From an optimization exercise on the open Yosys and OpenROAD flow, aimed at small area and a short achievable clock period; shortcuts taken in it are not production practice.
RTL that was checked went through simulation tests only; none was proved equivalent to the original.
Only the layout flow was run in runs 3 and 5; the RTL was not checked for function there.
No driver is modelled on the clock port, so clock power and skew are understated where the tree is cut down; a real chip needs a root buffer or a tree.
Power is estimated from default activity; no workload was simulated.

==> flow/design.v <==
module fifo_regs_no_flags #(
    parameter g_WIDTH = 8,   
    parameter g_DEPTH = 32   
)(
    input wire i_rst_sync,                 
    input wire i_clk,                      
    input wire i_wr_en,                    
    input wire [g_WIDTH-1:0] i_wr_data,    
    output wire o_full,                    
    input wire i_rd_en,                    
    output wire [g_WIDTH-1:0] o_rd_data,   
    output wire o_empty                    
);
    localparam NLO = 8;
    localparam NHI = g_DEPTH / NLO;
    reg [g_WIDTH-1:0] r_SR [0:g_DEPTH-2];
    reg [g_WIDTH-1:0] r_WD;
    reg r_WQ;
    reg [g_WIDTH-1:0] r_HEAD;
    reg [NLO-1:0] r_LO;
    reg [NHI-1:0] r_HI;
    reg r_EMPTY;     
    reg r_FULL;      
    reg r_LE1;       
    wire w_WR = i_wr_en && !r_FULL;
    wire w_RD = i_rd_en && !r_EMPTY;
    wire w_UP = w_WR && !w_RD;
    wire w_DN = w_RD && !w_WR;
    wire w_Q0  = r_LO[0] && r_HI[0];
    wire w_Q1  = r_LO[1] && r_HI[0];
    wire w_Q29 = r_LO[NLO-3] && r_HI[NHI-1];
    wire w_Q30 = r_LO[NLO-2] && r_HI[NHI-1];
    wire w_Q31 = r_LO[NLO-1] && r_HI[NHI-1];
    wire w_N1  = r_WQ ? w_Q31 : w_Q0;     
    wire w_N2  = r_WQ ? w_Q0  : w_Q1;     
    wire w_NF1 = r_WQ ? w_Q29 : w_Q30;    
    reg [g_WIDTH-1:0] w_NEXT;
    reg [g_WIDTH-1:0] w_GRP;
    integer g, l;
    always @(*) begin
        w_NEXT = {g_WIDTH{1'b0}};
        for (g = 0; g < NHI; g = g + 1) begin
            w_GRP = {g_WIDTH{1'b0}};
            for (l = 0; l < NLO; l = l + 1)
                w_GRP = w_GRP | ({g_WIDTH{r_LO[l]}} &
                                 ((NLO*g + l == 0) ? r_WD : r_SR[NLO*g + l - 1]));
            w_NEXT = w_NEXT | ({g_WIDTH{r_HI[g]}} & w_GRP);
        end
    end
    integer i;
    always @(posedge i_clk) begin
        r_WD <= i_wr_data;
        if (r_WQ) begin
            r_SR[0] <= r_WD;
            for (i = 1; i < g_DEPTH-1; i = i + 1)
                r_SR[i] <= r_SR[i-1];
        end
        if (r_EMPTY || i_rd_en)
            r_HEAD <= r_LE1 ? i_wr_data : w_NEXT;
    end
    wire [NLO-1:0] w_LO_L = {r_LO[NLO-2:0], r_LO[NLO-1]};    
    wire [NLO-1:0] w_LO_R = {r_LO[0], r_LO[NLO-1:1]};        
    wire [NHI-1:0] w_HI_L = r_LO[NLO-1] ? {r_HI[NHI-2:0], r_HI[NHI-1]} : r_HI;
    wire [NHI-1:0] w_HI_R = r_LO[0]     ? {r_HI[0], r_HI[NHI-1:1]}     : r_HI;
    wire [NLO-1:0] w_LO_RD = r_WQ ? r_LO   : w_LO_R;
    wire [NLO-1:0] w_LO_NR = r_WQ ? w_LO_L : r_LO;
    wire [NHI-1:0] w_HI_RD = r_WQ ? r_HI   : w_HI_R;
    wire [NHI-1:0] w_HI_NR = r_WQ ? w_HI_L : r_HI;
    always @(posedge i_clk) begin
        if (i_rst_sync) begin
            r_WQ    <= 1'b0;
            r_LO    <= {1'b1, {(NLO-1){1'b0}}};
            r_HI    <= {1'b1, {(NHI-1){1'b0}}};
            r_EMPTY <= 1'b1;
            r_FULL  <= 1'b0;
            r_LE1   <= 1'b1;
        end else begin
            r_WQ   <= w_WR;
            r_LO   <= w_RD ? w_LO_RD : w_LO_NR;
            r_HI   <= w_RD ? w_HI_RD : w_HI_NR;
            if (w_UP) begin
                r_EMPTY <= 1'b0;
                r_FULL  <= w_NF1;
                r_LE1   <= r_EMPTY;
            end else if (w_DN) begin
                r_EMPTY <= w_N1;
                r_FULL  <= 1'b0;
                r_LE1   <= w_N1 || w_N2;
            end
        end
    end
    assign o_rd_data = r_HEAD;
    assign o_full    = r_FULL;
    assign o_empty   = r_EMPTY;
endmodule
==> flow/flow/run.sh <==
#!/bin/bash
# The standard layout (standard.sh) with two changes:
#  - buffer_ports puts buf_2 cells on the ports, not the slow clock-delay
#    buffer it picks by default;
#  - after clock tree synthesis, clock_roots.tcl replaces the buffers above
#    the leaf clock buffers by four buffers driven by the clock port.
# Every tool's full output is in orfs/logs/; the whole run is also in run.log.
set -euo pipefail
export BUFFER_PORTS_ARGS="-buffer_cell sky130_fd_sc_hd__buf_2"
export CTS_ARGS="-sink_clustering_enable -repair_clock_nets -sink_clustering_size 24 -sink_clustering_max_diameter 100 -buf_list {sky130_fd_sc_hd__clkbuf_8 sky130_fd_sc_hd__clkbuf_16} -dont_use_dummy_load"
export POST_CTS_TCL="$PWD/flow/clock_roots.tcl"
bash standard.sh finish > run.log 2>&1
==> flow/flow/clock_roots.tcl <==
# Run after clock tree synthesis (POST_CTS_TCL).
# TritonCTS leaves a tree: clock port -> root buffer -> middle buffers ->
# leaf buffers -> registers. This keeps the leaf buffers and their registers
# as they are and replaces the buffers above them with NROOT clkbuf_8
# buffers driven by the clock port, each driving the leaf buffers of one
# sector of the die around the leaves' centre. Every register's clock then
# passes through two buffers.
set nroot 4
set bufcell sky130_fd_sc_hd__clkbuf_8
set block [ord::get_db_block]
set port_net [[$block findBTerm i_clk] getNet]
proc is_clkbuf {inst} { string match "sky130_fd_sc_hd__clkbuf_*" [[$inst getMaster] getName] }
proc loads_of {net} {
  set r {}
  foreach it [$net getITerms] { if {![$it isOutputSignal]} { lappend r $it } }
  return $r
}
# walk the buffer tree from the port
set upper {}
set leaves {}
set frontier [list $port_net]
while {[llength $frontier]} {
  set next {}
  foreach net $frontier {
    foreach it [loads_of $net] {
      set inst [$it getInst]
      if {![is_clkbuf $inst]} { continue }
      set out [[$inst findITerm X] getNet]
      set bufs_only 1
      foreach l [loads_of $out] { if {![is_clkbuf [$l getInst]]} { set bufs_only 0 } }
      if {$bufs_only} { lappend upper $inst; lappend next $out } else { lappend leaves $inst }
    }
  }
  set frontier $next
}
puts "clock_roots: [llength $upper] upper buffers, [llength $leaves] leaf buffers"
if {[llength $leaves] < $nroot} { return }
# remove the upper buffers and their nets
foreach inst $upper {
  set out [[$inst findITerm X] getNet]
  foreach it [$inst getITerms] { $it disconnect }
  odb::dbInst_destroy $inst
  if {[llength [$out getITerms]] == 0} { odb::dbNet_destroy $out }
}
# sectors around the leaves' centre
set sx 0.0; set sy 0.0
foreach inst $leaves { lassign [$inst getLocation] x y; set sx [expr {$sx + $x}]; set sy [expr {$sy + $y}] }
set n [llength $leaves]
set cx [expr {$sx / $n}]; set cy [expr {$sy / $n}]
set keyed {}
foreach inst $leaves {
  lassign [$inst getLocation] x y
  lappend keyed [list [expr {atan2($y - $cy, $x - $cx)}] $inst]
}
set keyed [lsort -real -index 0 $keyed]
set master [[ord::get_db] findMaster $bufcell]
for {set g 0} {$g < $nroot} {incr g} {
  set lo [expr {($g * $n) / $nroot}]
  set hi [expr {(($g + 1) * $n) / $nroot}]
  set group [lrange $keyed $lo [expr {$hi - 1}]]
  set gx 0.0; set gy 0.0
  foreach e $group { lassign [[lindex $e 1] getLocation] x y; set gx [expr {$gx + $x}]; set gy [expr {$gy + $y}] }
  set k [llength $group]
  set inst [odb::dbInst_create $block $master "clkbuf_root_${g}_i_clk"]
  set net [odb::dbNet_create $block "clknet_root_${g}_i_clk"]
  $net setSigType CLOCK
  $inst setLocation [expr {int($gx / $k)}] [expr {int($gy / $k)}]
  $inst setPlacementStatus PLACED
  [$inst findITerm A] connect $port_net
  [$inst findITerm X] connect $net
  foreach e $group { [[lindex $e 1] findITerm A] disconnect; [[lindex $e 1] findITerm A] connect $net }
}
global_connect
detailed_placement
check_placement -verbose
estimate_parasitics -placement
report_clock_latency
==> flow/standard.sh <==
#!/bin/bash
# synth_recipe.tcl (not shown) runs the flow's synth.tcl, then flattens the netlist and writes it again
# the make line also repeats each setting of config.mk as NAME=value (left out here)
make -C /OpenROAD-flow-scripts/flow DESIGN_CONFIG=/design/flow/config.mk WORK_HOME=/design/flow/orfs CLKGATE_MAP_FILE= SYNTH_SCRIPT=/design/flow/synth_recipe.tcl "${@:-finish}"
==> flow/config.mk <==
export PLATFORM = sky130hd
export DESIGN_NAME = fifo_regs_no_flags
export DESIGN_NICKNAME = fifo_regs_no_flags
export VERILOG_FILES = /design/flow/design.v
export SDC_FILE = /design/flow/constraint.sdc
export NUM_CORES = 4
export LEC_CHECK = 0
export ABC_CLOCK_PERIOD_IN_PS = 1800
export CAP_MARGIN = 20
export CORE_MARGIN = 2
export CORE_UTILIZATION = 55
export CTS_BUF_LIST = sky130_fd_sc_hd__clkbuf_8 sky130_fd_sc_hd__clkbuf_16
export CTS_CLUSTER_DIAMETER = 100
export CTS_CLUSTER_SIZE = 24
export SETUP_SLACK_MARGIN = 2.0
export SLEW_MARGIN = 20
==> flow/constraint.sdc <==
create_clock -name core_clock -period 3.6 [get_ports {i_clk}]
set_input_delay 0.7200 -clock core_clock [delete_from_list [all_inputs] [get_ports {i_clk}]]
set_output_delay 0.7200 -clock core_clock [all_outputs]
set_load 0.01 [all_outputs]
==> results by group, run 1 <==
Die
  – Floorplan die height: 140 microns
  – Row cnt: 49
  – Top-level port count: 22
  – Total core area: 0.0181 sq mm
  – Die W: 140 microns
  – Starting utilization of the core area: 56.6%
  – Die area: 0.0197 sq mm

Routing
  – Highest Signal Layer: met4
  – Antenna Nets Post-Route: 0
  – Detailed-routing wirelength on met1: 9.73 mm
  – Via count: 5512
  – Post-route DRC violation count: 0
  – DR WL met3: 1.24 mm
  – Number of design-rule violations left by the first detailed-router iteration: 638
  – Wire length per cell after detailed routing: 26.0 microns
  – Detailed Route WL: 21.5 mm
  – First-pass iteration count of the detailed router: 5
  – Number of vias per cell after detailed routing: 6.67
  – Met2 wire length: 10.2 mm

Synth
  – Count of cell types in the netlist: 35
  – Area fraction of the dominant cell type after synthesis: 75.1%
  – Yosys reg bits: 280
  – Warning count from the yosys run: 2
  – Top cells by count, synth: sky130_fd_sc_hd__edfxtp_1, sky130_fd_sc_hd__a22oi_1, sky130_fd_sc_hd__nand4_1
  – Most common flop cell mapped by yosys: sky130_fd_sc_hd__edfxtp_1
  – Portion of the post-synthesis area used by sequential elements: 79.8%
  – Share of async-settable or async-resettable flops after synthesis: 0%
  – Number of nets in the synthesized netlist: 592
  – Number of instances in the synthesized netlist: 579
  – Average cell area after synthesis: 17.7 sq um
  – Library cell with the highest instance count after synthesis: sky130_fd_sc_hd__edfxtp_1
  – Ranking of synthesized cells by area: sky130_fd_sc_hd__edfxtp_1, sky130_fd_sc_hd__a22oi_1, sky130_fd_sc_hd__dfxtp_1
  – Cell Area, Synth: 0.0102 sq mm
  – Largest area contributor in the synthesized netlist: sky130_fd_sc_hd__edfxtp_1
  – Post-synth EDFFs: 256

Min path
  – Worst hold path endpoint: r_SR[3][3]
  – Number of cells traversed by the worst hold path: 0
  – Path type of the worst min-delay path: reg -> reg
  – Launch point of the worst hold path: r_SR[2][3]

Setup path
  – Critical path startpoint category: register
  – Endpoint kind of the worst setup timing path: output pin
  – Data required time of the worst path: 2.88 ns
  – WP data arrival: 0.92 ns
  – Worst-case reg-to-reg path depth: 3
  – Launch point of the worst reg-to-reg path: r_HI[3]
  – Buffering stage count on the worst path with inverters included: 1
  – Biggest fanout along the worst timing path: 1
  – Cell breakdown of the critical path: buf_2
  – Setup Crit Path Kind: reg -> out
  – CP max stage delay: 0.44 ns
  – Worst reg2reg endpoint: r_LE1
  – Worst path slowest cell: sky130_fd_sc_hd__edfxtp_1
  – Register-to-register setup slack: 2.01 ns
  – Dominant delay contributor by cell family on the critical path: flip-flops

Cells and area
  – Number of fillers in the final layout: 1279
  – # diodes: 0
  – Net count reported at finish: 616
  – Syn-to-layout area delta: 8.77%
  – Share of layout cells above drive strength 1: 15.4%

Timing
  – Tmin final: 1.64 ns
  – Highest attainable clock frequency: 0.609 GHz
  – Final Cycle Share: 45.6%
  – Final setup fails: 0
  – Number of failing hold endpoints at the final stage: 0
  – Unrepaired setup endpoints after global routing: true
  – Post-Route Setup TNS: 0 ns
  – Final setup skew: 0.0297 ns
  – Max-slew violation count: 0
  – Worst-Margin Slew: 0.859 ns
  – Slew HR: 42.6%

Placement
  – Number of buffers added on ports: 21
  – Gp weighted congestion: 0.769
  – Estimated wirelength of the detail-placed design: 11.4 mm

Clock network
  – Number of clock sinks seen by CTS: 280
  – Source-to-sink clock delay at the later pin of the worst-skew pair: 0.33 ns
  – CTS clk-pin slew, worst paths: 0.09 ns

Pwr
  – Leak pwr: 3.53 nW
  – Power density over the cells: 516 mW/mm^2
  – Maximum vdd ir drop: 0.000331 V
  – Overall power consumption: 0.00575 W

GRT
  – All-layer global routing usage: 21.9%
  – Global route total overflow: 0
  – Vias in the first global route: 5449
  – First-pass GRT wire length: 32.8 mm
  – Largest net degree at the start of global routing: 143
  – Initial antenna violation count: 0

Run status
  – Result of the run: timing/DRC/antenna clean

Run
  – Max-cap violation count: 0
[cell type report, clock buffers not listed]
cell class / count / area, sq um / area share, %
buffer: 4 / 55.1 / 0.495
inverter: 2 / 7.51 / 0.0675
multi-input combinational: 256 / 1870 / 16.8
sequential: 280 / 8190 / 73.6
tap: 229 / 287 / 2.58
timing repair buffer: 44 / 410 / 3.69
[cells in the final DEF, fill, tap and decap left out, types with 3 or more instances in the layout]
master,Yosys,routed
sky130_fd_sc_hd__dfxtp_4,0,6
sky130_fd_sc_hd__a22oi_1,150,139
sky130_fd_sc_hd__dfxtp_1,24,15
sky130_fd_sc_hd__buf_2,28,18
sky130_fd_sc_hd__nand2_1,12,12
sky130_fd_sc_hd__nand4_1,32,32
sky130_fd_sc_hd__buf_4,3,12
sky130_fd_sc_hd__edfxtp_1,256,256
sky130_fd_sc_hd__a21oi_1,8,8
sky130_fd_sc_hd__dfxtp_2,0,3
sky130_fd_sc_hd__nor2b_1,3,3
sky130_fd_sc_hd__mux2i_1,5,5
sky130_fd_sc_hd__buf_6,3,6
sky130_fd_sc_hd__a31oi_1,9,9
sky130_fd_sc_hd__nor2_1,13,13
sky130_fd_sc_hd__mux2_2,4,4
sky130_fd_sc_hd__buf_12,1,6
sky130_fd_sc_hd__clkbuf_16,0,12
sky130_fd_sc_hd__a22oi_2,0,11
sky130_fd_sc_hd__clkbuf_8,0,4
[routing by layer]
layer  vias up  track usage (%)
li1       2420                -
met1      2865             33.0
met2       200             34.2
met3        27             3.97
met4         0             4.52
met5         -                0
[where the power goes]
part,switching [W],internal [W],total (W)
sequential,0.000102,0.00370,0.00380
combinational,0.000209,0.000122,0.000331
clock,0.000908,0.000703,0.00161
total,0.00122,0.00453,0.00575
[cells by family (layout without fill, tap and decap cells)]
family | after synthesis | in the layout | synth area share (%)
flip-flops | 280 | 280 | 79.8
XOR/XNOR | 1 | 1 | 0.269
buffers and inverters | 43 | 62 | 2.41
adder cells (fa/ha/maj) | 1 | 1 | 0.122
AND/OR/NAND/NOR | 70 | 70 | 3.80
multiplexers | 9 | 9 | 0.930
AO/OA/AOI/OAI | 175 | 175 | 12.6
[metrics by stage]
step | instances | utilization [%] | area, sq um | worst slack, ns | hold slack, ns
detailed placement | 800 | 58.1 | 10500 | 1.49 | 0.421
global route | 827 | 61.5 | 11100 | 1.92 | 0.433
finish | 827 | 61.5 | 11100 | 1.96 | 0.436
floorplan | 579 | - | 10200 | 0.524 | 0.409
global placement | 800 | 58.1 | 10500 | 1.54 | 0.421
[registers in the layout, summed over array words and instances (netlist names), 4 cells and up]
name    flops
r_HI        4
r_LO        8
r_HEAD      8
r_SR      248
r_WD        8
[worst max path at each step]
stage | from | to | slack (ns) | depth (start not counted)
finish | r_HEAD[2] | o_rd_data[2] | 1.96 | 1
global route | r_HEAD[1] | o_rd_data[1] | 1.92 | 1
floorplan | r_WQ | r_LE1 | 0.52 | 5
detailed placement | r_LO[0] | r_HEAD[2] | 1.49 | 5
global placement | r_LO[0] | r_HEAD[0] | 1.54 | 5
==> run 2: changes to the inputs <==
--- a/flow/config.mk
+++ b/flow/config.mk
@@ -5,10 +5,10 @@
 export SDC_FILE = /design/flow/constraint.sdc
 export NUM_CORES = 4
 export LEC_CHECK = 0
-export ABC_CLOCK_PERIOD_IN_PS = 1800
+export ABC_CLOCK_PERIOD_IN_PS = 2500
 export CAP_MARGIN = 20
 export CORE_MARGIN = 2
-export CORE_UTILIZATION = 55
+export CORE_UTILIZATION = 40
 export CTS_BUF_LIST = sky130_fd_sc_hd__clkbuf_8 sky130_fd_sc_hd__clkbuf_16
 export CTS_CLUSTER_DIAMETER = 100
 export CTS_CLUSTER_SIZE = 24
==> run 2 against run 1 <==
Synthesized cell count stayed put. Flip-flop and latch count unchanged. Critical path depth unchanged. Utilization is 17 points lower. First-iteration DRC count increased by 13%. Design area rose by 1.8%. Worst hold slack better by 0.0037 ns. Still clean on timing, DRC and antenna. Maximum frequency is 1.1% higher.
==> results by group, run 2 <==
Run status
  – Result of the run: timing/DRC/antenna clean

Timing
  – Slew HR: 45.7% (+3.1 points)
  – Hold slack final: 0.440 ns (+0.00367 ns)
  – Worst-Margin Slew: 0.813 ns (-0.0458 ns)
  – Final setup fails: 0 (unchanged)
  – Post-Route Setup TNS: 0 ns (unchanged)
  – Final setup skew: 0.0221 ns (-0.00755 ns)
  – Number of failing hold endpoints at the final stage: 0 (unchanged)
  – Max-slew violation count: 0 (unchanged)
  – Unrepaired setup endpoints after global routing: true
  – Highest attainable clock frequency: 0.615 GHz (+1.1%)
  – Tmin final: 1.62 ns (-0.0171 ns)
  – Final Cycle Share: 45.1% (-0.47 points)

GRT
  – First-pass GRT wire length: 33.7 mm (+2.7%)
  – Global route total overflow: 0 (unchanged)
  – Vias in the first global route: 5457 (+0.15%)
  – Initial antenna violation count: 0 (unchanged)
  – All-layer global routing usage: 16.6% (-5.3 points)
  – Largest net degree at the start of global routing: 59 (-59%)

Routing
  – Detailed Route WL: 22.4 mm (+4.2%)
  – Via count: 5698 (+3.4%)
  – First-pass iteration count of the detailed router: 5 (unchanged)
  – Antenna Nets Post-Route: 0 (unchanged)
  – Wire length per cell after detailed routing: 23.8 microns (-8.6%)
  – Number of vias per cell after detailed routing: 6.05 (-9.2%)
  – Post-route DRC violation count: 0 (unchanged)
  – Number of design-rule violations left by the first detailed-router iteration: 722 (+13%)

Die
  – Die W: 164 microns (+17%)
  – Starting utilization of the core area: 40.6% (-16 points)
  – Total core area: 0.0252 sq mm (+39%)
  – Floorplan die height: 164 microns (+17%)
  – Top-level port count: 22 (unchanged)
  – Die area: 0.0269 sq mm (+36%)
  – Row cnt: 58 (+18%)

Setup path
  – Critical path startpoint category: register
  – Worst-case reg-to-reg path depth: 5 (+2)
  – Buffering stage count on the worst path with inverters included: 1 (unchanged)
  – WP data arrival: 0.90 ns (-0.02 ns)
  – Data required time of the worst path: 2.88 ns (about the same)
  – Setup Crit Path Kind: reg -> out
  – Worst path slowest cell: sky130_fd_sc_hd__edfxtp_1
  – Launch point of the worst reg-to-reg path: r_LO[0]
  – Register-to-register setup slack: 2.01 ns (about the same)
  – Cell breakdown of the critical path: buf_2
  – CP max stage delay: 0.43 ns (about the same)
  – Biggest fanout along the worst timing path: 1 (unchanged)
  – Dominant delay contributor by cell family on the critical path: flip-flops
  – Worst reg2reg endpoint: r_HEAD[0]
  – Endpoint kind of the worst setup timing path: output pin

Synth
  – Portion of the post-synthesis area used by sequential elements: 79.8% (unchanged)
  – Cell Area, Synth: 0.0102 sq mm (unchanged)
  – Most common flop cell mapped by yosys: sky130_fd_sc_hd__edfxtp_1
  – Share of async-settable or async-resettable flops after synthesis: 0% (unchanged)
  – Top cells by count, synth: sky130_fd_sc_hd__edfxtp_1, sky130_fd_sc_hd__a22oi_1, sky130_fd_sc_hd__nand4_1
  – Post-synth EDFFs: 256 (unchanged)
  – Warning count from the yosys run: 2 (unchanged)
  – Count of cell types in the netlist: 35 (unchanged)
  – Area fraction of the dominant cell type after synthesis: 75.1% (unchanged)
  – Average cell area after synthesis: 17.7 sq um (unchanged)
  – Largest area contributor in the synthesized netlist: sky130_fd_sc_hd__edfxtp_1
  – Ranking of synthesized cells by area: sky130_fd_sc_hd__edfxtp_1, sky130_fd_sc_hd__a22oi_1, sky130_fd_sc_hd__dfxtp_1
  – Library cell with the highest instance count after synthesis: sky130_fd_sc_hd__edfxtp_1
  – Yosys reg bits: 280 (unchanged)
  – Number of instances in the synthesized netlist: 579 (unchanged)
  – Number of nets in the synthesized netlist: 592 (unchanged)

Clock network
  – Number of clock sinks seen by CTS: 280 (unchanged)
  – CTS clk-pin slew, worst paths: 0.09 ns (about the same)
  – Source-to-sink clock delay at the later pin of the worst-skew pair: 0.32 ns (about the same)

Placement
  – Estimated wirelength of the detail-placed design: 12.0 mm (+4.7%)
  – Total placed cells including tap cells: 903 (+13%)
  – Gp weighted congestion: 0.778 (+1.2%)
  – Number of buffers added on ports: 21 (unchanged)

Cells and area
  – Leading cell types in the layout, fill and taps excluded: sky130_fd_sc_hd__edfxtp_1, sky130_fd_sc_hd__a22oi_1, sky130_fd_sc_hd__nand4_1
  – Number of non-filler instances in the completed layout: 942 (+14%)
  – # diodes: 0 (unchanged)
  – Syn-to-layout area delta: 10.7%
  – Layout Utilization: 45.0% (-17 points)
  – Share of layout cells above drive strength 1: 16.3% (+0.96 points)
  – Net count reported at finish: 630 (+2.3%)
  – Most common library cell in the layout ignoring fill and taps: sky130_fd_sc_hd__edfxtp_1
  – Number of flip-flops under the largest register name: 248 (unchanged)
  – Top register by number of flip-flops: r_SR

Min path
  – Number of cells traversed by the worst hold path: 0 (unchanged)
  – Path type of the worst min-delay path: reg -> reg
  – Launch point of the worst hold path: r_SR[6][0]
  – Worst hold path endpoint: r_SR[7][0]

Pwr
  – Maximum vdd ir drop: 0.000334 V (+0.90%)
  – Leak pwr: 3.61 nW (+2.1%)
  – Power density over the cells: 507 mW/mm^2 (-1.7%)
  – Overall power consumption: 0.00575 W (about the same)

Run
  – Max-cap violation count: 0 (unchanged)
run 2: cell counts after synthesis:
Identical to the previous run, type by type.
run 2: worst max-delay path by stage:
stage / endpoint / cells after the start / from / slack, ns
after floorplan: r_LE1 / 5 / r_WQ / 0.52
after global placement: r_HEAD[4] / 5 / r_LO[6] / 1.53
after detailed placement: r_HEAD[4] / 5 / r_LO[6] / 1.55
after global routing: r_HEAD[4] / 5 / r_LO[3] / 1.92
final: o_rd_data[2] / 1 / r_HEAD[2] / 1.98
run 2: area by class of cell, clock buffers not listed:
| class | count | area, sq um |
|---|---|---|
| sequential | 280 | 8200 |
| inverter | 2 | 7.51 |
| fill | 2149 | 13900 |
| multi-input combinational | 256 | 1840 |
| tap | 330 | 413 |
| timing repair buffer | 58 | 515 |
| buffer | 4 | 55.1 |
run 2: through the flow:
stage	area, sq um	worst slack [ns]
final	11300	1.98
after global routing	11300	1.92
after detailed placement	10600	1.55
after global placement	10600	1.53
after floorplan	10200	0.524
run 2: logic make-up (layout without fill, tap and decap cells):
| logic type | after synthesis | after routing | share of synthesized area (%) |
|---|---|---|---|
| flops | 280 | 280 | 79.8 |
| compound gates | 175 | 175 | 12.6 |
| simple gates | 70 | 70 | 3.80 |
| buf+inv | 43 | 76 | 2.41 |
| mux | 9 | 9 | 0.930 |
| fa+ha+maj | 1 | 1 | 0.122 |
| xor+xnor | 1 | 1 | 0.269 |
run 2: power breakdown:
group / total [W] / switching (W) / internal [W]
Combinational: 0.000350 / 0.000218 / 0.000132
Clock: 0.00160 / 0.000894 / 0.000703
Sequential: 0.00380 / 0.000102 / 0.00370
Total: 0.00575 / 0.00121 / 0.00453
run 2: per-layer routing:
metal / GRT usage, % / vias up / routed length [microns]
met3: 3.33 / 29 / 1520
met2: 24.8 / 235 / 10200
met5: 0 / - / 0
met1: 24.9 / 2983 / 10200
met4: 4.70 / 0 / 448
li1: - / 2451 / -
==> run 3: changes to the inputs <==
--- a/flow/design.v
+++ b/flow/design.v
@@ -11,7 +11,7 @@
     output wire [g_WIDTH-1:0] o_rd_data,   
     output wire o_empty                    
 );
-    localparam NLO = 8;
+    localparam NLO = 4;
     localparam NHI = g_DEPTH / NLO;
     reg [g_WIDTH-1:0] r_SR [0:g_DEPTH-2];
     reg [g_WIDTH-1:0] r_WD;
--- a/flow/config.mk
+++ b/flow/config.mk
@@ -5,7 +5,7 @@
 export SDC_FILE = /design/flow/constraint.sdc
 export NUM_CORES = 4
 export LEC_CHECK = 0
-export ABC_CLOCK_PERIOD_IN_PS = 2500
+export ABC_CLOCK_PERIOD_IN_PS = 1800
 export CAP_MARGIN = 20
 export CORE_MARGIN = 2
 export CORE_UTILIZATION = 40
==> run 3 against run 2 <==
Die area up 4.1%. Critical path depth up 5. Flip-flop and latch count unchanged. Register-to-register slack worse by 0.19 ns. Final cell count up 7.7%. Still clean. Maximum frequency down 8.9%. Combinational power up 88%. Largest power group unchanged. Utilization up 3.0 points. Clock skew up 0.00079 ns. Worst hold slack worse by 0.0099 ns.
==> results by group, run 3 <==
Setup path
  – Data required time of the worst path: 3.62 ns (+0.74 ns)
  – Setup Crit Path Kind: reg -> reg
  – Cell breakdown of the critical path: buf_6 -> buf_12 -> a22oi_2 -> a21boi_2 -> a2111oi_4 -> a32oi_2
  – Dominant delay contributor by cell family on the critical path: compound AO/OA/AOI/OAI gates
  – Biggest fanout along the worst timing path: 5 (+4)
  – Worst reg2reg endpoint: r_HEAD[4]
  – Register-to-register setup slack: 1.82 ns (-0.19 ns)
  – Critical path startpoint category: register
  – Worst path slowest cell: sky130_fd_sc_hd__dfxtp_4
  – WP data arrival: 1.81 ns (+0.91 ns)
  – Depth of the critical timing path with buffers and inverters included: 6 (+5)
  – Buffering stage count on the worst path with inverters included: 2 (+1)
  – Endpoint kind of the worst setup timing path: register
  – Worst-case reg-to-reg path depth: 6 (+1)
  – Launch point of the worst path: r_LO[0]
  – CP max stage delay: 0.40 ns (-0.03 ns)
  – Launch point of the worst reg-to-reg path: r_LO[0]

Routing
  – Wire length per cell after detailed routing: 25.6 microns (+7.9%)
  – Via count: 6240 (+9.5%)
  – First-pass iteration count of the detailed router: 19 (+14)
  – Antenna Nets Post-Route: 0 (unchanged)
  – Number of vias per cell after detailed routing: 6.15 (+1.6%)
  – Number of design-rule violations left by the first detailed-router iteration: 765 (+6.0%)
  – Detailed Route WL: 26.0 mm (+16%)
  – Post-route DRC violation count: 0 (unchanged)

Pwr
  – Sequential share of power: 62.9% (-3.2 points)
  – Switching power summed over all nets: 0.00144 W (+19%)
  – Maximum vdd ir drop: 0.000283 V (-15%)
  – Clk network pwr share: 26.4% (-1.4 points)
  – Power density over the cells: 491 mW/mm^2 (-3.2%)
  – Combinational cell fraction of total power: 10.7% (+4.6 points)
  – Net Sw Frac: 23.4% (+2.3 points)
  – Leak pwr: 4.11 nW (+14%)
  – Int Power: 0.00472 W (+4.1%)

Placement
  – Estimated wirelength of the detail-placed design: 11.5 mm (-4.0%)
  – Total placed cells including tap cells: 949 (+5.1%)
  – Number of buffers added on ports: 21 (unchanged)
  – Gp weighted congestion: 0.739 (-5.1%)
  – Instance area after placement: 0.0109 sq mm (+2.7%)

Synth
  – Yosys reg bits: 280 (unchanged)
  – Portion of the post-synthesis area used by sequential elements: 76.7% (-3.2 points)
  – Post-synth EDFFs: 256 (unchanged)
  – Library cell with the highest instance count after synthesis: sky130_fd_sc_hd__edfxtp_1
  – Share of async-settable or async-resettable flops after synthesis: 0% (unchanged)
  – Top cells by count, synth: sky130_fd_sc_hd__edfxtp_1, sky130_fd_sc_hd__a22oi_1, sky130_fd_sc_hd__nand2_1
  – Warning count from the yosys run: 2 (unchanged)
  – Cell Area, Synth: 0.0107 sq mm (+4.2%)
  – Ranking of synthesized cells by area: sky130_fd_sc_hd__edfxtp_1, sky130_fd_sc_hd__a22oi_1, sky130_fd_sc_hd__dfxtp_1
  – Area fraction of the dominant cell type after synthesis: 72.1% (-3.0 points)
  – Number of nets in the synthesized netlist: 647 (+9.3%)
  – Count of cell types in the netlist: 40 (+14%)
  – Largest area contributor in the synthesized netlist: sky130_fd_sc_hd__edfxtp_1
  – Most common flop cell mapped by yosys: sky130_fd_sc_hd__edfxtp_1
  – Number of instances in the synthesized netlist: 634 (+9.5%)
  – Average cell area after synthesis: 16.8 sq um (-4.9%)

Run
  – Max-cap violation count: 0 (unchanged)

Timing
  – Post-Route Setup TNS: 0 ns (unchanged)
  – Worst-Margin Slew: 1.02 ns (+0.208 ns)
  – Highest attainable clock frequency: 0.560 GHz (-8.9%)
  – Tmin final: 1.78 ns (+0.159 ns)
  – Final setup fails: 0 (unchanged)
  – Number of failing hold endpoints at the final stage: 0 (unchanged)
  – Hold slack final: 0.430 ns (-0.00989 ns)
  – Final Cycle Share: 49.6% (+4.4 points)
  – Final setup skew: 0.0229 ns (+0.000789 ns)
  – Unrepaired setup endpoints after global routing: true
  – Max-slew violation count: 0 (unchanged)
  – Slew HR: 31.8% (-14 points)

Run status
  – Result of the run: timing/DRC/antenna clean

Die
  – Die W: 167 microns (+2.0%)
  – Top-level port count: 22 (unchanged)
  – Floorplan die height: 167 microns (+2.0%)
  – Row cnt: 59 (+1.7%)
  – Total core area: 0.0261 sq mm (+3.8%)
  – Die area: 0.0280 sq mm (+4.1%)
  – Starting utilization of the core area: 40.8% (+0.15 points)

Cells and area
  – Number of fillers in the final layout: 2162 (+0.60%)
  – Leading cell types in the layout, fill and taps excluded: sky130_fd_sc_hd__edfxtp_1, sky130_fd_sc_hd__a22oi_1, sky130_fd_sc_hd__nand2_1
  – Share of layout cells above drive strength 1: 28.0% (+12 points)
  – Area used by multi-input combinational logic: 0.00247 sq mm (+35%)
  – Syn-to-layout area delta: 17.6%
  – Register area: 0.00820 sq mm (about the same)
  – Final Instance Area: 0.0125 sq mm (+11%)
  – Number of non-filler instances in the completed layout: 1015 (+7.7%)
  – Layout Utilization: 48.0% (+3.0 points)
  – Number of flip-flops under the largest register name: 248 (unchanged)
  – Top register by number of flip-flops: r_SR
  – Most common library cell in the layout ignoring fill and taps: sky130_fd_sc_hd__edfxtp_1
  – Net count reported at finish: 697 (+11%)

GRT
  – Global route total overflow: 0 (unchanged)
  – Largest net degree at the start of global routing: 88 (+49%)
  – First-pass GRT wire length: 38.4 mm (+14%)
  – Initial antenna violation count: 1 (+1)
  – Vias in the first global route: 6044 (+11%)
  – All-layer global routing usage: 18.1% (+1.4 points)

Min path
  – Path type of the worst min-delay path: reg -> reg
  – Worst hold path endpoint: r_SR[6][7]
  – Number of cells traversed by the worst hold path: 0 (unchanged)
  – Launch point of the worst hold path: r_SR[5][7]

Clock network
  – Source-to-sink clock delay at the later pin of the worst-skew pair: 0.33 ns (about the same)
  – Number of clock sinks seen by CTS: 280 (unchanged)
  – CTS clk-pin slew, worst paths: 0.10 ns (about the same)
==> run 3: changes by cell type after synthesis, moves of 9 or more <==
cell / before / now
sky130_fd_sc_hd__buf_2: 28 / 14
sky130_fd_sc_hd__nand4_1: 32 / 0
sky130_fd_sc_hd__buf_6: 3 / 17
sky130_fd_sc_hd__a22oi_1: 150 / 122
sky130_fd_sc_hd__a21boi_1: 0 / 20
sky130_fd_sc_hd__nand2_1: 12 / 63
sky130_fd_sc_hd__inv_1: 2 / 11
==> run 3: cell type report, clock buffers not listed <==
type                       instances  area share [%]
antenna                            1          0.0200
multi-input combinational        296            19.7
sequential                       280            65.4
tap                              335            3.34
buffer                             4           0.439
timing repair buffer              75            8.29
inverter                          12           0.399
==> run 3: worst max-delay path by stage <==
stage,endpoint,slack (ns)
finish,r_HEAD[4],1.82
global placement,r_EMPTY,1.07
detailed placement,r_EMPTY,0.97
global route,r_HEAD[1],1.74
floorplan,r_HI[6],0.54
==> run 3: layer usage <==
| metal | global-route usage, % | wire length, microns |
|---|---|---|
| met1 | 26.5 | 11400 |
| met2 | 28.0 | 12000 |
| met3 | 2.51 | 2060 |
| met4 | 5.94 | 578 |
| met5 | 0 | 0 |
==> run 3: power groups by stage <==
stage | Combinational, W | Sequential, W | Clock [W]
6_report | 0.000658 | 0.00388 | 0.00162
5_1_grt | 0.000700 | 0.00389 | 0.00176
3_5_place_dp | 0.000371 | 0.00399 | 0
3_3_place_gp | 0.000361 | 0.00398 | 0
2_1_floorplan | 0.000329 | 0.00388 | 0
==> run 3: kinds of logic after synthesis <==
kind of cell	share of synthesized area, %
adders and majority gates	0.117
DFF	76.7
muxes	0.0939
buffers and inverters	3.62
xor gates and xnor gates	0.0822
and+or+nand+nor	3.44
AOI/OAI and AO/OA	16.0
==> run 3: through the flow <==
stage / power (W) / setup WS, ns
floorplan: 0.00421 / 0.538
global placement: 0.00434 / 1.07
detailed placement: 0.00436 / 0.974
global route: 0.00635 / 1.74
finish: 0.00616 / 1.82
==> run 4: changes to the inputs <==
--- a/flow/design.v
+++ b/flow/design.v
@@ -11,7 +11,7 @@
     output wire [g_WIDTH-1:0] o_rd_data,   
     output wire o_empty                    
 );
-    localparam NLO = 4;
+    localparam NLO = 8;
     localparam NHI = g_DEPTH / NLO;
     reg [g_WIDTH-1:0] r_SR [0:g_DEPTH-2];
     reg [g_WIDTH-1:0] r_WD;
==> run 4 against run 3 <==
Still clean. Maximum frequency grew 9.8%. Utilization shrank 3.0 points. Via count is 8.7% lower. Clock power barely moved. Design area fell by 9.7%. Critical endpoint is now o_rd_data[2]. Largest power group unchanged.
==> results by group, run 4 <==
Die
  – Starting utilization of the core area: 40.6% (-0.15 points)
  – Row cnt: 58 (-1.7%)
  – Die W: 164 microns (-2.0%)
  – Die area: 0.0269 sq mm (-3.9%)
  – Total core area: 0.0252 sq mm (-3.6%)
  – Top-level port count: 22 (unchanged)
  – Floorplan die height: 164 microns (-2.0%)

Pwr
  – Maximum vdd ir drop: 0.000334 V (+18%)
  – Switching power summed over all nets: 0.00121 W (-16%)
  – Clk network pwr share: 27.8% (+1.4 points)
  – Net Sw Frac: 21.1% (-2.3 points)
  – Combinational cell fraction of total power: 6.1% (-4.6 points)
  – Sequential share of power: 66.1% (+3.2 points)
  – Leak pwr: 3.61 nW (-12%)
  – Power density over the cells: 507 mW/mm^2 (+3.3%)
  – Int Power: 0.00453 W (-3.9%)

Synth
  – Number of nets in the synthesized netlist: 592 (-8.5%)
  – Portion of the post-synthesis area used by sequential elements: 79.8% (+3.2 points)
  – Yosys reg bits: 280 (unchanged)
  – Number of instances in the synthesized netlist: 579 (-8.7%)
  – Largest area contributor in the synthesized netlist: sky130_fd_sc_hd__edfxtp_1
  – Warning count from the yosys run: 2 (unchanged)
  – Library cell with the highest instance count after synthesis: sky130_fd_sc_hd__edfxtp_1
  – Count of cell types in the netlist: 35 (-13%)
  – Share of async-settable or async-resettable flops after synthesis: 0% (unchanged)
  – Top cells by count, synth: sky130_fd_sc_hd__edfxtp_1, sky130_fd_sc_hd__a22oi_1, sky130_fd_sc_hd__nand4_1
  – Area fraction of the dominant cell type after synthesis: 75.1% (+3.0 points)
  – Cell Area, Synth: 0.0102 sq mm (-4.0%)
  – Average cell area after synthesis: 17.7 sq um (+5.1%)
  – Ranking of synthesized cells by area: sky130_fd_sc_hd__edfxtp_1, sky130_fd_sc_hd__a22oi_1, sky130_fd_sc_hd__dfxtp_1
  – Post-synth EDFFs: 256 (unchanged)
  – Most common flop cell mapped by yosys: sky130_fd_sc_hd__edfxtp_1

Cells and area
  – # diodes: 0 (-1)
  – Final Instance Area: 0.0113 sq mm (-9.7%)
  – Register area: 0.00820 sq mm (about the same)
  – Share of layout cells above drive strength 1: 16.3% (-12 points)
  – Syn-to-layout area delta: 10.7%
  – Leading cell types in the layout, fill and taps excluded: sky130_fd_sc_hd__edfxtp_1, sky130_fd_sc_hd__a22oi_1, sky130_fd_sc_hd__nand4_1
  – Area used by multi-input combinational logic: 0.00184 sq mm (-26%)
  – Net count reported at finish: 630 (-9.6%)
  – Most common library cell in the layout ignoring fill and taps: sky130_fd_sc_hd__edfxtp_1
  – Number of non-filler instances in the completed layout: 942 (-7.2%)
  – Top register by number of flip-flops: r_SR
  – Number of fillers in the final layout: 2149 (-0.60%)
  – Number of flip-flops under the largest register name: 248 (unchanged)

Setup path
  – Endpoint kind of the worst setup timing path: output pin
  – Buffering stage count on the worst path with inverters included: 1 (-1)
  – Dominant delay contributor by cell family on the critical path: flip-flops
  – Register-to-register setup slack: 2.01 ns (+0.19 ns)
  – Setup Crit Path Kind: reg -> out
  – Critical path startpoint category: register
  – Data required time of the worst path: 2.88 ns (-0.74 ns)
  – Cell breakdown of the critical path: buf_2
  – Biggest fanout along the worst timing path: 1 (-4)
  – WP data arrival: 0.90 ns (-0.91 ns)
  – Worst path slowest cell: sky130_fd_sc_hd__edfxtp_1
  – CP max stage delay: 0.43 ns (+0.03 ns)

Routing
  – Post-route DRC violation count: 0 (unchanged)
  – Via count: 5698 (-8.7%)
  – Wire length per cell after detailed routing: 23.8 microns (-7.3%)
  – Number of design-rule violations left by the first detailed-router iteration: 722 (-5.6%)
  – Number of vias per cell after detailed routing: 6.05 (-1.6%)
  – First-pass iteration count of the detailed router: 5 (-14)
  – Antenna Nets Post-Route: 0 (unchanged)
  – Detailed Route WL: 22.4 mm (-14%)

GRT
  – Global route total overflow: 0 (unchanged)
  – All-layer global routing usage: 16.6% (-1.4 points)
  – First-pass GRT wire length: 33.7 mm (-12%)
  – Initial antenna violation count: 0 (-1)
  – Vias in the first global route: 5457 (-9.7%)
  – Largest net degree at the start of global routing: 59 (-33%)

Placement
  – Total placed cells including tap cells: 903 (-4.8%)
  – Instance area after placement: 0.0106 sq mm (-2.7%)
  – Number of buffers added on ports: 21 (unchanged)
  – DP Worst Slack: 1.55 ns (+0.573 ns)
  – Gp weighted congestion: 0.778 (+5.4%)
  – Estimated wirelength of the detail-placed design: 12.0 mm (+4.2%)

Timing
  – Slew HR: 45.7% (+14 points)
  – Number of failing hold endpoints at the final stage: 0 (unchanged)
  – Worst-case setup margin in the final layout: 1.98 ns (+0.159 ns)
  – Final Cycle Share: 45.1% (-4.4 points)
  – Post-Route Setup TNS: 0 ns (unchanged)
  – Worst-Margin Slew: 0.813 ns (-0.208 ns)
  – Max-slew violation count: 0 (unchanged)
  – Final setup fails: 0 (unchanged)
  – Final setup skew: 0.0221 ns (-0.000789 ns)
  – Highest attainable clock frequency: 0.615 GHz (+9.8%)
  – Tmin final: 1.62 ns (-0.159 ns)
  – Unrepaired setup endpoints after global routing: true

Run status
  – Result of the run: timing/DRC/antenna clean

Clock network
  – Source-to-sink clock delay at the later pin of the worst-skew pair: 0.32 ns (about the same)
  – CTS clk-pin slew, worst paths: 0.09 ns (about the same)
  – Number of clock sinks seen by CTS: 280 (unchanged)

Min path
  – Path type of the worst min-delay path: reg -> reg

Run
  – Max-cap violation count: 0 (unchanged)
## run 4: cell types whose count changed in the layout (fill, tap and decap cells not counted), sizes merged, moves of 7 or more
cell,previous run,this run
a31oi,1,10
a21boi,24,0
nand2,63,12
buf,73,57
a222oi,8,0
a311oi,8,1
a22oi,130,150
nand4,0,32
a32oi,8,0
a2111oi,8,0
inv,12,2
## run 4: layout make-up, clock buffers not listed
| class | count | area share [%] |
|---|---|---|
| inverter | 2 | 0.0663 |
| multi-input combinational | 256 | 16.2 |
| buffer | 4 | 0.486 |
| timing repair buffer | 58 | 4.55 |
| sequential | 280 | 72.4 |
| tap | 330 | 3.65 |
## run 4: metal layers
layer | GRT usage, % | share of wire, %
met5 | 0 | 0
met4 | 4.70 | 2.0
met3 | 3.33 | 6.8
met2 | 24.8 | 46
met1 | 24.9 | 45
## run 4: cells by family after synthesis
family	share of synthesized area [%]
mux	0.930
xor+xnor	0.269
compound gates	12.6
flops	79.8
simple gates	3.80
buf+inv	2.41
fa+ha+maj	0.122
## run 4: power by group through the flow
stage	Sequential, W	Combinational (W)	Clock [W]
finish	0.00380	0.000350	0.00160
global route	0.00381	0.000380	0.00176
detailed placement	0.00389	0.000291	0
global placement	0.00389	0.000284	0
floorplan	0.00387	0.000180	0
## run 4: path summary, 6_finish.rpt
check                                start            to  depth (start not counted)
worst max-delay path             r_HEAD[2]  o_rd_data[2]                          1
worst min-delay path            r_SR[6][0]    r_SR[7][0]                          0
worst max register to register     r_LO[0]     r_HEAD[0]                          5
worst min register to register  r_SR[6][0]    r_SR[7][0]                          0
## run 4: through the flow
stage | total power (W) | hold WS (ns) | util [%]
6_report | 0.00575 | 0.440 | 45.0
5_1_grt | 0.00595 | 0.453 | 45.0
3_5_place_dp | 0.00418 | 0.423 | 42.2
3_3_place_gp | 0.00417 | 0.421 | 42.2
2_1_floorplan | 0.00405 | 0.409 | -
==> run 5: changes to the inputs <==
--- a/flow/design.v
+++ b/flow/design.v
@@ -17,6 +17,7 @@
     reg [g_WIDTH-1:0] r_WD;
     reg r_WQ;
     reg [g_WIDTH-1:0] r_HEAD;
+    reg [g_WIDTH-1:0] r_OUT;
     reg [NLO-1:0] r_LO;
     reg [NHI-1:0] r_HI;
     reg r_EMPTY;     
@@ -55,8 +56,9 @@
             for (i = 1; i < g_DEPTH-1; i = i + 1)
                 r_SR[i] <= r_SR[i-1];
         end
-        if (r_EMPTY || i_rd_en)
+        if ((r_EMPTY && i_wr_en) || i_rd_en)
             r_HEAD <= r_LE1 ? i_wr_data : w_NEXT;
+        r_OUT <= (r_EMPTY || i_rd_en) ? (r_LE1 ? i_wr_data : w_NEXT) : r_HEAD;
     end
     wire [NLO-1:0] w_LO_L = {r_LO[NLO-2:0], r_LO[NLO-1]};    
     wire [NLO-1:0] w_LO_R = {r_LO[0], r_LO[NLO-1:1]};        
@@ -89,7 +91,7 @@
             end
         end
     end
-    assign o_rd_data = r_HEAD;
+    assign o_rd_data = r_OUT;
     assign o_full    = r_FULL;
     assign o_empty   = r_EMPTY;
 endmodule
==> run 5 against run 4 <==
Clock skew hardly changed. Highest routed layer unchanged. Worst setup slack worse by 0.089 ns. Sequential share of layout area is 6.7 points lower. Worst hold slack worse by 0.0071 ns. Wire length is 13% higher. First-iteration DRC count is 7.2% lower. Utilization is 3.9 points higher. Synthesized area is 3.8% higher. Final cell count is 5.4% higher. Critical endpoint is now r_HEAD[3]. Flip-flop and latch count is 8 higher. Total power is 7.2% higher.
==> results by group, run 5 <==
Pwr
  – Maximum vdd ir drop: 0.000343 V (+2.7%)
  – Leak pwr: 3.90 nW (+8.0%)
  – Power density over the cells: 483 mW/mm^2 (-4.8%)

Timing
  – Final setup skew: 0.0226 ns (+0.000416 ns)
  – Slew HR: 60.0% (+14 points)
  – Final setup fails: 0 (unchanged)
  – Post-Route Setup TNS: 0 ns (unchanged)
  – Hold slack final: 0.433 ns (-0.00713 ns)
  – Unrepaired setup endpoints after global routing: true
  – Final Cycle Share: 47.6% (+2.5 points)
  – Number of failing hold endpoints at the final stage: 0 (unchanged)
  – Highest attainable clock frequency: 0.584 GHz (-5.2%)
  – Max-slew violation count: 0 (unchanged)
  – Tmin final: 1.71 ns (+0.0887 ns)
  – Worst-Margin Slew: 0.601 ns (-0.213 ns)

Synth
  – Ranking of synthesized cells by area: sky130_fd_sc_hd__edfxtp_1, sky130_fd_sc_hd__a22oi_1, sky130_fd_sc_hd__dfxtp_1
  – Number of nets in the synthesized netlist: 613 (+3.5%)
  – Top cells by count, synth: sky130_fd_sc_hd__edfxtp_1, sky130_fd_sc_hd__a22oi_1, sky130_fd_sc_hd__a41oi_1, sky130_fd_sc_hd__dfxtp_1, sky130_fd_sc_hd__nor2_1
  – Post-synth EDFFs: 256 (unchanged)
  – Yosys reg bits: 288 (+2.9%)
  – Most common flop cell mapped by yosys: sky130_fd_sc_hd__edfxtp_1
  – Portion of the post-synthesis area used by sequential elements: 78.4% (-1.4 points)
  – Share of async-settable or async-resettable flops after synthesis: 0% (unchanged)
  – Cell Area, Synth: 0.0106 sq mm (+3.8%)
  – Number of instances in the synthesized netlist: 600 (+3.6%)
  – Library cell with the highest instance count after synthesis: sky130_fd_sc_hd__edfxtp_1
  – Largest area contributor in the synthesized netlist: sky130_fd_sc_hd__edfxtp_1
  – Average cell area after synthesis: 17.7 sq um (+0.18%)
  – Warning count from the yosys run: 2 (unchanged)
  – Area fraction of the dominant cell type after synthesis: 72.4% (-2.8 points)
  – Count of cell types in the netlist: 33 (-5.7%)

Placement
  – Gp weighted congestion: 0.804 (+3.3%)
  – Total placed cells including tap cells: 930 (+3.0%)
  – Estimated wirelength of the detail-placed design: 13.1 mm (+9.3%)
  – Instance area after placement: 0.0110 sq mm (+3.4%)
  – Number of buffers added on ports: 21 (unchanged)

Cells and area
  – Top register by number of flip-flops: r_SR
  – # diodes: 0 (unchanged)
  – Number of non-filler instances in the completed layout: 993 (+5.4%)
  – Most common library cell in the layout ignoring fill and taps: sky130_fd_sc_hd__edfxtp_1
  – Leading cell types in the layout, fill and taps excluded: sky130_fd_sc_hd__edfxtp_1, sky130_fd_sc_hd__a22oi_1, sky130_fd_sc_hd__a22oi_2
  – Net count reported at finish: 676 (+7.3%)
  – Share of layout cells above drive strength 1: 35.9% (+20 points)
  – Number of flip-flops under the largest register name: 248 (unchanged)
  – Final Instance Area: 0.0127 sq mm (+13%)
  – Syn-to-layout area delta: 20.0%

Setup path
  – Critical path startpoint category: register
  – Endpoint kind of the worst setup timing path: register
  – Worst path slowest cell: sky130_fd_sc_hd__nor4_4
  – Launch point of the worst reg-to-reg path: r_LO[5]
  – Launch point of the worst path: r_LO[5]
  – Data required time of the worst path: 3.69 ns (+0.81 ns)
  – CP max stage delay: 0.40 ns (-0.03 ns)
  – Setup Crit Path Kind: reg -> reg
  – Buffering stage count on the worst path with inverters included: 1 (unchanged)
  – WP data arrival: 1.80 ns (+0.90 ns)
  – Biggest fanout along the worst timing path: 12 (+11)
  – Dominant delay contributor by cell family on the critical path: compound AO/OA/AOI/OAI gates
  – Cell breakdown of the critical path: buf_6 -> a22oi_2 -> a41oi_2 -> nor4_4 -> a21oi_1

Min path
  – Path type of the worst min-delay path: reg -> reg
  – Launch point of the worst hold path: r_WD[2]

Routing
  – Wire length per cell after detailed routing: 25.4 microns (+7.1%)
  – Detailed Route WL: 25.3 mm (+13%)
  – Via count: 6058 (+6.3%)
  – Number of design-rule violations left by the first detailed-router iteration: 670 (-7.2%)
  – Number of vias per cell after detailed routing: 6.10 (+0.86%)
  – Antenna Nets Post-Route: 0 (unchanged)
  – Post-route DRC violation count: 0 (unchanged)
  – First-pass iteration count of the detailed router: 5 (unchanged)

Clock network
  – Number of clock sinks seen by CTS: 288 (+2.9%)
  – CTS clk-pin slew, worst paths: 0.10 ns (about the same)
  – Source-to-sink clock delay at the later pin of the worst-skew pair: 0.34 ns (+0.02 ns)

GRT
  – Vias in the first global route: 6129 (+12%)
  – Largest net degree at the start of global routing: 110 (+86%)
  – Initial antenna violation count: 0 (unchanged)
  – First-pass GRT wire length: 38.0 mm (+13%)
  – Global route total overflow: 0 (unchanged)
  – All-layer global routing usage: 17.7% (+1.1 points)

Die
  – Die W: 167 microns (+1.8%)
  – Row cnt: 59 (+1.7%)
  – Top-level port count: 22 (unchanged)
  – Total core area: 0.0261 sq mm (+3.5%)
  – Starting utilization of the core area: 40.8% (+0.13 points)
  – Die area: 0.0279 sq mm (+3.7%)
  – Floorplan die height: 167 microns (+1.8%)

Run status
  – Result of the run: timing/DRC/antenna clean

Run
  – Max-cap violation count: 0 (unchanged)
[run 5: worst reg2reg max path, cell delays in order, from the launching register on]
cell	delay, ns
sky130_fd_sc_hd__dfxtp_4	0.38
sky130_fd_sc_hd__buf_6	0.18
sky130_fd_sc_hd__a22oi_2	0.20
sky130_fd_sc_hd__a41oi_2	0.20
sky130_fd_sc_hd__nor4_4	0.40
sky130_fd_sc_hd__a21oi_1	0.12
[run 5: layer usage]
| layer | global-route usage [%] | share of wire, % | vias up |
|---|---|---|---|
| met4 | 5.13 | 2.0 | 0 |
| met3 | 2.57 | 6.0 | 36 |
| li1 | - | - | 2610 |
| met2 | 28.2 | 48 | 234 |
| met1 | 25.6 | 44 | 3178 |
| met5 | 0 | 0 | - |
[run 5: power breakdown]
group	switching (W)	total, W	internal (W)	leakage, nW
combinational	0.000328	0.000593	0.000265	1.04
sequential	0.000116	0.00393	0.00381	2.68
clock	0.000936	0.00164	0.000704	0.177
[run 5: final cells by class, clock buffers not listed]
type / count / area [sq um]
Fill cell: 2133 / 13300
Sequential cell: 288 / 8370
Multi-Input combinational cell: 264 / 2530
Timing Repair Buffer: 83 / 1030
Tap cell: 335 / 419
Buffer: 4 / 55.1
Inverter: 7 / 40.0
[run 5: cells by family after synthesis]
logic type / share of synthesized area (%)
compound gates: 14.8
mux: 0.283
fa+ha+maj: 0.118
buf+inv: 3.49
flops: 78.4
simple gates: 2.86
xor+xnor: 0.0825
[run 5: worst paths after layout]
path                                   end  slack (ns)  depth (start not counted)
worst max-delay path             r_HEAD[3]        1.89                          5
worst min-delay path            r_SR[0][2]        0.43                          0
worst max register to register   r_HEAD[3]        1.89                          5
worst min register to register  r_SR[0][2]        0.43                          0
[run 5: stage by stage]
step / worst slack (ns) / util, % / total power [W]
floorplan: 0.427 / - / 0.00423
global placement: 1.27 / 42.2 / 0.00437
detailed placement: 1.32 / 42.2 / 0.00438
global route: 1.82 / 48.9 / 0.00636
finish: 1.89 / 48.9 / 0.00616
==> run 6: changes to the inputs <==
--- a/flow/design.v
+++ b/flow/design.v
@@ -17,7 +17,6 @@
     reg [g_WIDTH-1:0] r_WD;
     reg r_WQ;
     reg [g_WIDTH-1:0] r_HEAD;
-    reg [g_WIDTH-1:0] r_OUT;
     reg [NLO-1:0] r_LO;
     reg [NHI-1:0] r_HI;
     reg r_EMPTY;     
@@ -56,9 +55,8 @@
             for (i = 1; i < g_DEPTH-1; i = i + 1)
                 r_SR[i] <= r_SR[i-1];
         end
-        if ((r_EMPTY && i_wr_en) || i_rd_en)
+        if (r_EMPTY || i_rd_en)
             r_HEAD <= r_LE1 ? i_wr_data : w_NEXT;
-        r_OUT <= (r_EMPTY || i_rd_en) ? (r_LE1 ? i_wr_data : w_NEXT) : r_HEAD;
     end
     wire [NLO-1:0] w_LO_L = {r_LO[NLO-2:0], r_LO[NLO-1]};    
     wire [NLO-1:0] w_LO_R = {r_LO[0], r_LO[NLO-1:1]};        
@@ -91,7 +89,7 @@
             end
         end
     end
-    assign o_rd_data = r_OUT;
+    assign o_rd_data = r_HEAD;
     assign o_full    = r_FULL;
     assign o_empty   = r_EMPTY;
 endmodule
--- a/flow/flow/run.sh
+++ b/flow/flow/run.sh
@@ -7,6 +7,6 @@
 # Every tool's full output is in orfs/logs/; the whole run is also in run.log.
 set -euo pipefail
 export BUFFER_PORTS_ARGS="-buffer_cell sky130_fd_sc_hd__buf_2"
-export CTS_ARGS="-sink_clustering_enable -repair_clock_nets -sink_clustering_size 24 -sink_clustering_max_diameter 100 -buf_list {sky130_fd_sc_hd__clkbuf_8 sky130_fd_sc_hd__clkbuf_16} -dont_use_dummy_load"
+export CTS_ARGS="-sink_clustering_enable -repair_clock_nets -sink_clustering_size 16 -sink_clustering_max_diameter 60 -buf_list {sky130_fd_sc_hd__clkbuf_8 sky130_fd_sc_hd__clkbuf_16} -dont_use_dummy_load"
 export POST_CTS_TCL="$PWD/flow/clock_roots.tcl"
 bash standard.sh finish > run.log 2>&1
--- a/flow/flow/clock_roots.tcl
+++ b/flow/flow/clock_roots.tcl
@@ -1,12 +1,12 @@
 # Run after clock tree synthesis (POST_CTS_TCL).
 # TritonCTS leaves a tree: clock port -> root buffer -> middle buffers ->
 # leaf buffers -> registers. This keeps the leaf buffers and their registers
-# as they are and replaces the buffers above them with NROOT clkbuf_8
+# as they are and replaces the buffers above them with NROOT clkbuf_16
 # buffers driven by the clock port, each driving the leaf buffers of one
 # sector of the die around the leaves' centre. Every register's clock then
 # passes through two buffers.
 set nroot 4
-set bufcell sky130_fd_sc_hd__clkbuf_8
+set bufcell sky130_fd_sc_hd__clkbuf_16
 set block [ord::get_db_block]
 set port_net [[$block findBTerm i_clk] getNet]
 proc is_clkbuf {inst} { string match "sky130_fd_sc_hd__clkbuf_*" [[$inst getMaster] getName] }
==> run 6 against run 5 <==
Still clean. Worst hold slack better by 0.0092 ns. Utilization down 2.9 points. Register-to-register slack better by 0.14 ns. Sequential share of layout area up 5.1 points. Flip-flop and latch count down 8. Combinational power down 41%. Global-route usage down 1.0 points. Critical endpoint is now o_rd_data[6]. Largest power group unchanged.
==> results by group, run 6 <==
Synth
  – Yosys reg bits: 280 (-2.8%)
  – Post-synth EDFFs: 256 (unchanged)
  – Post-synthesis share of cell area spent on full adders, half adders and majority gates: 0.122% (+0.0045 points)
  – Number of instances in the synthesized netlist: 579 (-3.5%)
  – Area fraction in compound gates after synthesis: 12.6% (-2.1 points)
  – Average cell area after synthesis: 17.7 sq um (-0.18%)
  – Most common flop cell mapped by yosys: sky130_fd_sc_hd__edfxtp_1
  – Largest family of logic cells by synthesized area: compound AO/OA/AOI/OAI gates
  – Library cell with the highest instance count after synthesis: sky130_fd_sc_hd__edfxtp_1
  – Top cells by count, synth: sky130_fd_sc_hd__edfxtp_1, sky130_fd_sc_hd__a22oi_1, sky130_fd_sc_hd__nand4_1
  – Synthesized-area fraction occupied by and/or/nand/nor cells: 3.80% (+0.94 points)
  – Post-synthesis mux area share: 0.930% (+0.65 points)
  – Share of async-settable or async-resettable flops after synthesis: 0% (unchanged)
  – Count of cell types in the netlist: 35 (+6.1%)
  – Portion of the post-synthesis area used by sequential elements: 79.8% (+1.4 points)
  – Xor/xnor share of the synthesized area: 0.269% (+0.19 points)
  – Area fraction of the dominant cell type after synthesis: 75.1% (+2.8 points)
  – Ranking of synthesized cells by area: sky130_fd_sc_hd__edfxtp_1, sky130_fd_sc_hd__a22oi_1, sky130_fd_sc_hd__dfxtp_1
  – Number of nets in the synthesized netlist: 592 (-3.4%)
  – Warning count from the yosys run: 2 (unchanged)
  – Cell Area, Synth: 0.0102 sq mm (-3.7%)
  – Largest area contributor in the synthesized netlist: sky130_fd_sc_hd__edfxtp_1

Pwr
  – Power density over the cells: 541 mW/mm^2 (+12%)
  – Clk network pwr share: 33.7% (+7.1 points)
  – Switching power summed over all nets: 0.00130 W (-6.1%)
  – Sequential share of power: 60.8% (-2.9 points)
  – Maximum vdd ir drop: 0.000299 V (-13%)
  – Net Sw Frac: 20.7% (-1.7 points)
  – Int Power: 0.00497 W (+3.9%)
  – Leak pwr: 3.71 nW (-4.7%)
  – Combinational cell fraction of total power: 5.6% (-4.0 points)

Setup path
  – Critical path startpoint category: register
  – WP data arrival: 0.89 ns (-0.91 ns)
  – Buffering stage count on the worst path with inverters included: 1 (unchanged)
  – Cell breakdown of the critical path: buf_2
  – Setup Crit Path Kind: reg -> out
  – Dominant delay contributor by cell family on the critical path: flip-flops
  – Endpoint kind of the worst setup timing path: output pin
  – Worst path slowest cell: sky130_fd_sc_hd__edfxtp_1
  – Biggest fanout along the worst timing path: 1 (-11)
  – Data required time of the worst path: 2.88 ns (-0.81 ns)
  – CP max stage delay: 0.41 ns (about the same)

GRT
  – Vias in the first global route: 5519 (-10%)
  – First-pass GRT wire length: 33.8 mm (-11%)
  – Initial antenna violation count: 0 (unchanged)
  – Global route total overflow: 0 (unchanged)
  – Largest net degree at the start of global routing: 59 (-46%)
  – All-layer global routing usage: 16.7% (-1.0 points)

Timing
  – Max-slew violation count: 0 (unchanged)
  – Worst-Margin Slew: 0.784 ns (+0.184 ns)
  – Number of failing hold endpoints at the final stage: 0 (unchanged)
  – Highest attainable clock frequency: 0.621 GHz (+6.4%)
  – Tmin final: 1.61 ns (-0.103 ns)
  – Post-Route Setup TNS: 0 ns (unchanged)
  – Slew HR: 47.6% (-12 points)
  – Final Cycle Share: 44.7% (-2.9 points)
  – Final setup fails: 0 (unchanged)
  – Unrepaired setup endpoints after global routing: true
  – Final setup skew: 0.0229 ns (+0.000361 ns)

Die
  – Starting utilization of the core area: 40.6% (-0.13 points)
  – Floorplan die height: 164 microns (-1.8%)
  – Top-level port count: 22 (unchanged)
  – Die W: 164 microns (-1.8%)
  – Die area: 0.0269 sq mm (-3.6%)
  – Total core area: 0.0252 sq mm (-3.4%)
  – Row cnt: 58 (-1.7%)

Run status
  – Result of the run: timing/DRC/antenna clean

Cells and area
  – # diodes: 0 (unchanged)
  – Area used by multi-input combinational logic: 0.00184 sq mm (-27%)
  – Top register by number of flip-flops: r_SR
  – Syn-to-layout area delta: 13.2%
  – Net count reported at finish: 634 (-6.2%)
  – Number of flip-flops under the largest register name: 248 (unchanged)
  – Register area: 0.00820 sq mm (-2.0%)
  – Number of fillers in the final layout: 2110 (-1.1%)
  – Leading cell types in the layout, fill and taps excluded: sky130_fd_sc_hd__edfxtp_1, sky130_fd_sc_hd__a22oi_1, sky130_fd_sc_hd__nand4_1
  – Share of layout cells above drive strength 1: 17.2% (-19 points)
  – Final Instance Area: 0.0116 sq mm (-9.1%)
  – Most common library cell in the layout ignoring fill and taps: sky130_fd_sc_hd__edfxtp_1
  – Number of non-filler instances in the completed layout: 946 (-4.7%)

Routing
  – Antenna Nets Post-Route: 0 (unchanged)
  – Number of design-rule violations left by the first detailed-router iteration: 761 (+14%)
  – Wire length per cell after detailed routing: 24.0 microns (-5.7%)
  – Via count: 5769 (-4.8%)
  – Detailed Route WL: 22.7 mm (-10%)
  – Number of vias per cell after detailed routing: 6.10 (about the same)
  – First-pass iteration count of the detailed router: 7 (+2)
  – Post-route DRC violation count: 0 (unchanged)

Placement
  – Estimated wirelength of the detail-placed design: 12.0 mm (-8.5%)
  – Total placed cells including tap cells: 903 (-2.9%)
  – Instance area after placement: 0.0106 sq mm (-3.3%)
  – Gp weighted congestion: 0.778 (-3.2%)
  – Number of buffers added on ports: 21 (unchanged)

Min path
  – Path type of the worst min-delay path: reg -> reg

Run
  – Max-cap violation count: 0 (unchanged)

Clock network
  – Source-to-sink clock delay at the later pin of the worst-skew pair: 0.31 ns (-0.03 ns)
  – CTS clk-pin slew, worst paths: 0.07 ns (-0.03 ns)
  – Number of clock sinks seen by CTS: 280 (-2.8%)
run 6: cell types whose count changed after synthesis, sizes merged, moves of 4 or more:
cell	delta
a41oi	-32
nand4	+32
a22oi	+16
a21oi	-8
a221oi	-8
dfxtp	-8
nor4	-8
a211oi	-7
a31oi	+7
nor2	-7
clkinv	-4
mux2	+4
run 6: power groups by stage:
stage	Sequential, W	Clock (W)	Combinational, W
detailed placement	0.00389	0	0.000291
floorplan	0.00387	0	0.000180
global route	0.00382	0.00228	0.000377
global placement	0.00389	0	0.000284
finish	0.00381	0.00211	0.000349
run 6: path summary, 6_finish.rpt:
kind | slack (ns) | depth (start not counted) | end | start
min | 0.44 | 0 | r_SR[29][3] | r_SR[28][3]
max | 1.99 | 1 | o_rd_data[6] | r_HEAD[6]
max reg2reg | 2.03 | 5 | r_HEAD[6] | r_LO[1]
min reg2reg | 0.44 | 0 | r_SR[29][3] | r_SR[28][3]
run 6: per-layer routing:
layer / part of all wire (%) / vias up / GRT usage, %
met5: 0 / - / 0
met1: 44 / 2939 / 24.7
met3: 8.4 / 45 / 2.78
met2: 45 / 318 / 25.2
li1: - / 2467 / -
met4: 2.7 / 0 / 6.02
run 6: metrics by stage:
| stage | total power, W | setup slack (ns) | hold WS (ns) | utilization, % |
|---|---|---|---|---|
| floorplan | 0.00405 | 0.524 | 0.409 | - |
| global placement | 0.00417 | 1.53 | 0.421 | 42.2 |
| detailed placement | 0.00418 | 1.55 | 0.423 | 42.2 |
| global route | 0.00648 | 1.92 | 0.447 | 46.0 |
| finish | 0.00626 | 1.99 | 0.442 | 46.0 |
run 6: final cells by class, clock buffers not listed:
cell class,count,area share (%)
Buffer,4,0.864
Inverter,2,0.0648
Multi-Input combinational cell,256,15.9
Sequential cell,280,70.8
Tap cell,330,3.57
Timing Repair Buffer,55,4.69
run 6: cells by family after synthesis:
logic type      after synthesis
buf+inv                      43
simple gates                 70
mux                           9
fa+ha+maj                     1
compound gates              175
xor+xnor                      1
flops                       280

[what the ideal ports hide]
The flow's constraints put no driver on any port. The routed layouts listed below were extracted and timed again, unchanged, in two steps. Step 1: set_driving_cell puts a clkbuf_16 on i_clk and a buf_2 on each other input, an assumption about the parent block. Step 2 also shifts input and output timing later by t, the mid clock arrival at the registers, as if the neighbouring blocks saw the same clock. Slacks: no drivers / after step 1 / after step 2; pairs: no drivers / after step 1.
run | t, ns | slack for setup (ns) | hold slack, ns | slew at the worst register clock pin (ns)
run 1 | 0.397 | 1.958 / 1.875 / 1.763 | 0.436 / 0.436 / 0.436 | 0.10 / 0.10
run 2 | 0.393 | 1.975 / 1.892 / 1.806 | 0.440 / 0.440 / 0.440 | 0.09 / 0.09
run 3 | 0.400 | 1.816 / 1.816 / 1.673 | 0.430 / 0.430 / 0.430 | 0.10 / 0.10
run 4 | 0.393 | 1.975 / 1.892 / 1.806 | 0.440 / 0.440 / 0.440 | 0.09 / 0.09
run 5 | 0.412 | 1.886 / 1.886 / 1.683 | 0.433 / 0.433 / 0.433 | 0.10 / 0.10
run 6 | 0.397 | 1.989 / 1.893 / 1.721 | 0.442 / 0.442 / 0.442 | 0.07 / 0.07
After both steps every run listed still meets setup and hold. The setup slack of run 6, which loses most, moves by -0.096 ns with the drivers and by -0.268 ns with both steps.
